This is an optimization exercise on Yosys and OpenROAD, whose aim is small area, not a production implementation.
Only simulation tests tie the RTL to the original design; equivalence was not proved.
No activity file was given, so power comes from the tool's default toggle rates.

## run 1
==> flow/design.v <==
module Top_Circuit(clk, rst, start, start_addr, end_addr, max_diff, busy, scl, sda_out, sda_oe, sda_in);
input clk, rst, start;
input [7:0] start_addr, end_addr;
output [7:0] max_diff;
output reg busy;
output reg scl, sda_out, sda_oe;
input sda_in;
localparam IDLE = 3'd0, PRE = 3'd1, FRM = 3'd2, RX = 3'd3, FIN = 3'd4, STOP = 3'd5;
reg [2:0] ph;
reg [5:0] c;
reg [1:0] fr;
reg wp;
reg [7:0] sr, ia, mn, mx;
reg dbit;
reg [7:0] diff, ia_inc;
reg [5:0] c_inc;
reg lte, sr_le_y, cy;
wire [7:0] y = c[1] ? mx : mn;
integer k;
always @* begin
	cy = 1'b1;
	for (k = 0; k < 8; k = k + 1) begin
		diff[k] = mx[k] ^ ~mn[k] ^ cy;
		cy = (mx[k] & ~mn[k]) | (cy & (mx[k] ^ ~mn[k]));
	end
	cy = 1'b1;
	for (k = 0; k < 8; k = k + 1) begin
		ia_inc[k] = ia[k] ^ cy;
		cy = cy & ia[k];
	end
	cy = 1'b1;
	for (k = 0; k < 6; k = k + 1) begin
		c_inc[k] = c[k] ^ cy;
		cy = cy & c[k];
	end
	lte = 1'b1; sr_le_y = ~c[1];
	for (k = 0; k < 8; k = k + 1) begin
		lte = (~ia[k] & end_addr[k]) | (~ia[k] & lte) | (end_addr[k] & lte);
		sr_le_y = (~sr[k] & y[k]) | (~sr[k] & sr_le_y) | (y[k] & sr_le_y);
	end
end
assign max_diff = wp ? diff : 8'd0;
wire [2:0] kb = c[4:2];
reg bitv;
always @* begin
	case (fr)
		2'd1: bitv = wp | sr[7];
		2'd3: bitv = dbit;
		default: bitv = (kb == 3'd0) || (kb == 3'd2) || (kb == 3'd6) || (kb == 3'd7 && fr[1]);
	endcase
end
reg busy_c;
always @* begin
	scl = 1'b1; sda_oe = 1'b1; sda_out = 1'b1;
	busy_c = 1'b1;
	case (ph)
		IDLE: busy_c = 1'b0;
		PRE: sda_out = (c < 6'd7);
		FRM: begin
			if (!c[5]) begin
				scl = c[1]; sda_out = bitv;
			end else begin
				sda_oe = 1'b0;
				scl = (c == 6'd35) || (c == 6'd36) || (fr == 2'd2 && c == 6'd37);
			end
		end
		RX: begin
			if (c == 6'd28) begin scl = 1'b1; sda_out = 1'b0; end
			else if (c == 6'd29) begin scl = 1'b0; sda_out = 1'b0; end
			else begin scl = 1'b0; sda_oe = 1'b0; end
		end
		FIN: if (c == 6'd18) begin scl = 1'b0; sda_oe = 1'b0; end
		STOP: begin
			case (c)
				6'd0, 6'd4: sda_out = 1'b0;
				6'd2: scl = 1'b0;
				6'd5: busy_c = (fr != 2'd3);
				default: ;
			endcase
		end
		default: ;
	endcase
end
wire rx_shift = (ph == RX) && !c[0] && (c >= 6'd2) && (c <= 6'd16);
wire tx_shift = (ph == FRM) && (fr == 2'd1) && (c[1:0] == 2'b11);
always @(posedge clk) begin
	busy <= busy_c;
	dbit <= diff[~c_inc[4:2]];
	if (ph == IDLE) wp <= 1'b0;
	else if (ph == FIN && c == 6'd21) wp <= 1'b1;
	if (ph == IDLE) sr <= start_addr;
	else if (rx_shift || tx_shift) sr <= {sr[6:0], sda_in};
	if (ph == PRE && c == 6'd0) ia <= start_addr;
	if (ph == IDLE) begin
		mn <= 8'hFF; mx <= 8'h00;
	end else if (ph == RX && c == 6'd17 && lte) begin
		ia <= ia_inc;
		if (sr_le_y) mn <= sr;
	end else if (ph == RX && c == 6'd18 && !sr_le_y) mx <= sr;
	if (rst) begin
		ph <= IDLE;
	end else begin
		c <= c_inc;
		case (ph)
			IDLE: begin
				c <= 6'd0; fr <= 2'd0;
				if (start) ph <= PRE;
			end
			PRE: if (c == 6'd8) begin ph <= FRM; c <= 6'd0; end
			FRM: if (c == 6'd38) begin
				case (fr)
					2'd0: begin c <= 6'd0; fr <= 2'd1; end
					2'd1: if (wp) begin c <= 6'd63; fr <= 2'd3; end
					      else begin ph <= PRE; c <= 6'd6; fr <= 2'd2; end
					2'd2: begin ph <= RX; c <= 6'd1; end
					default: begin ph <= STOP; c <= 6'd0; end
				endcase
			end
			RX: begin
				if (c == 6'd17 && !lte) ph <= FIN;
				if (c == 6'd29) c <= 6'd0;
			end
			FIN: begin
				if (c == 6'd22) begin ph <= STOP; c <= 6'd0; end
			end
			STOP: if (c == 6'd5) begin
				if (fr == 2'd3) c <= 6'd5;
				else begin ph <= PRE; c <= 6'd6; fr <= 2'd0; end
			end
			default: ;
		endcase
	end
end
endmodule
clock: 5.0 ns
lec_check: 0
cap_margin: 20
core_margin: 2
core_utilization: 40
place_density: 0.6
slew_margin: 20
standard.sh (not shown) runs the stock make flow with config.mk's settings and CLKGATE_MAP_FILE= SYNTH_SCRIPT=/design/flow/synth_recipe.tcl, a recipe that flattens the netlist after the stock synthesis.
==> flow/flow/run.sh <==
#!/bin/bash
# Standard ORFS layout, with the port buffers made from the smallest buffer cell.
set -euo pipefail
export BUFFER_PORTS_ARGS="-buffer_cell sky130_fd_sc_hd__buf_1"
bash standard.sh > standard_flow.log 2>&1
Inputs modified between run 1 and run 2:
==> flow/flow/run.sh <==
#!/bin/bash
# The standard ORFS layout (standard.sh) with changes that only affect which cells are
# chosen: synthesis maps logic with an area-oriented abc script and leaves adders as plain
# gates for abc (no half/full adder cells), and port buffers use the smallest buffer cell.
set -euo pipefail
here=$PWD
export BUFFER_PORTS_ARGS="-buffer_cell sky130_fd_sc_hd__buf_1"
export ADDER_MAP_FILE=
export AREA_ABC_SCRIPT=$here/flow/area.abc
export FLOW_SYNTH_TCL=$here/synth_recipe.tcl
sed "s|SYNTH_SCRIPT=[^ ]*|SYNTH_SCRIPT=$here/flow/synth_area.tcl|" standard.sh > standard_area_synth.sh
bash standard_area_synth.sh synth > synth_flow.log 2>&1
bash standard.sh > standard_flow.log 2>&1
==> flow/flow/area.abc (new file) <==
strash; ifraig; scorr; dc2; strash; dch -f; map -a; strash; dch -f; map -a; strash; dch -f; map -a; topo
==> flow/flow/synth_area.tcl (new file) <==
# The standard synthesis (synth_recipe.tcl, sourced unchanged below) with one change:
# abc maps the logic with an area-oriented script (flow/area.abc) instead of ORFS's
# abc_speed/abc_area script. Registers are untouched by abc, so their names and cells stay
# those of the standard synthesis.
proc abc {args} {
  set i [lsearch -exact $args -script]
  if { $i >= 0 } { lset args [expr { $i + 1 }] $::env(AREA_ABC_SCRIPT) }
  yosys abc {*}$args
}
source $::env(FLOW_SYNTH_TCL)
## What came out
Compared with run 1, run 2 shows share of cell area taken by flip-flops and latches higher by 3.5 points.
Going from run 1 to run 2, the total design power was found to have gone down by about 7%.
Run 1 vs run 2, most common cell after layout, fill and taps aside: sky130_fd_sc_hd__a21oi_1 vs sky130_fd_sc_hd__clkinv_1
Run 2 ends up with a post-route worst hold slack that is 22 ps higher than in run 1.
NOTE: register-to-register slack in run 2 exceeds that of run 1
Taking run 1 as the reference, in run 2 xor/xnor share of the synthesized area moved up; core utilization moved up; share of total power consumed by net switching moved up.
Clock buffer and inverter area fraction after layout is lower on run 1
[inputs] run 3 vs run 2
Settings: an added CTS_BUF_LIST of sky130_fd_sc_hd__clkbuf_8; an added CTS_CLUSTER_DIAMETER of 100; an added CTS_CLUSTER_SIZE of 30.
## What came out
From run 2 to run 3 the numbers moved as follows: number of multi-input combinational cells in the layout barely changed, relative contribution of the clock network to total power dropped 0.3 points. Core area: run 3 vs run 2 identical. Delta(overall power after layout, run 3 - run 2) < 0. Looking at the reports, run 3 completed the entire flow and the layout it produced met the timing, design-rule and antenna checks. Between run 3 and run 2, the difference in upper clock frequency limit is negligible. As far as final cycle utilization of the critical path is concerned, run 2 and run 3 perform about the same. Any difference in synthesized cell count between run 3 and run 2 is small enough to ignore. Compared run 3 against run 2; worst hold slack within noise.

[static timing again, ports no longer ideal]
How much do the figures lean on ideal ports? The routed layouts below were timed once more, with nothing changed but the port constraints. Step 1 assumes that a clkbuf_16 drives the clock port and a buf_2 every other input. Step 2 moves the port delays by t, midway between the first and last clock arrival at a register: inputs arrive t later, outputs are due t later. That takes back most of the time a late clock gives input paths. a / b / c = no drivers / after step 1 / after step 2; a / b = the first two.
| run | t, ns | setup slack, ns | worst setup path at the end | worst register clock-pin slew, ns | worst data-port slew with drivers (ns) |
|---|---|---|---|---|---|
| run 1 | 0.331 | 0.567 / 0.537 / 0.868 | register to output | 0.09 / 0.09 | 0.03 |
| run 2 | 0.327 | 1.433 / 1.403 / 1.487 | input to register | 0.09 / 0.09 | 0.03 |
| run 3 | 0.326 | 1.432 / 1.402 / 1.482 | input to register | 0.09 / 0.09 | 0.03 |
After both steps every run listed still meets setup and hold.
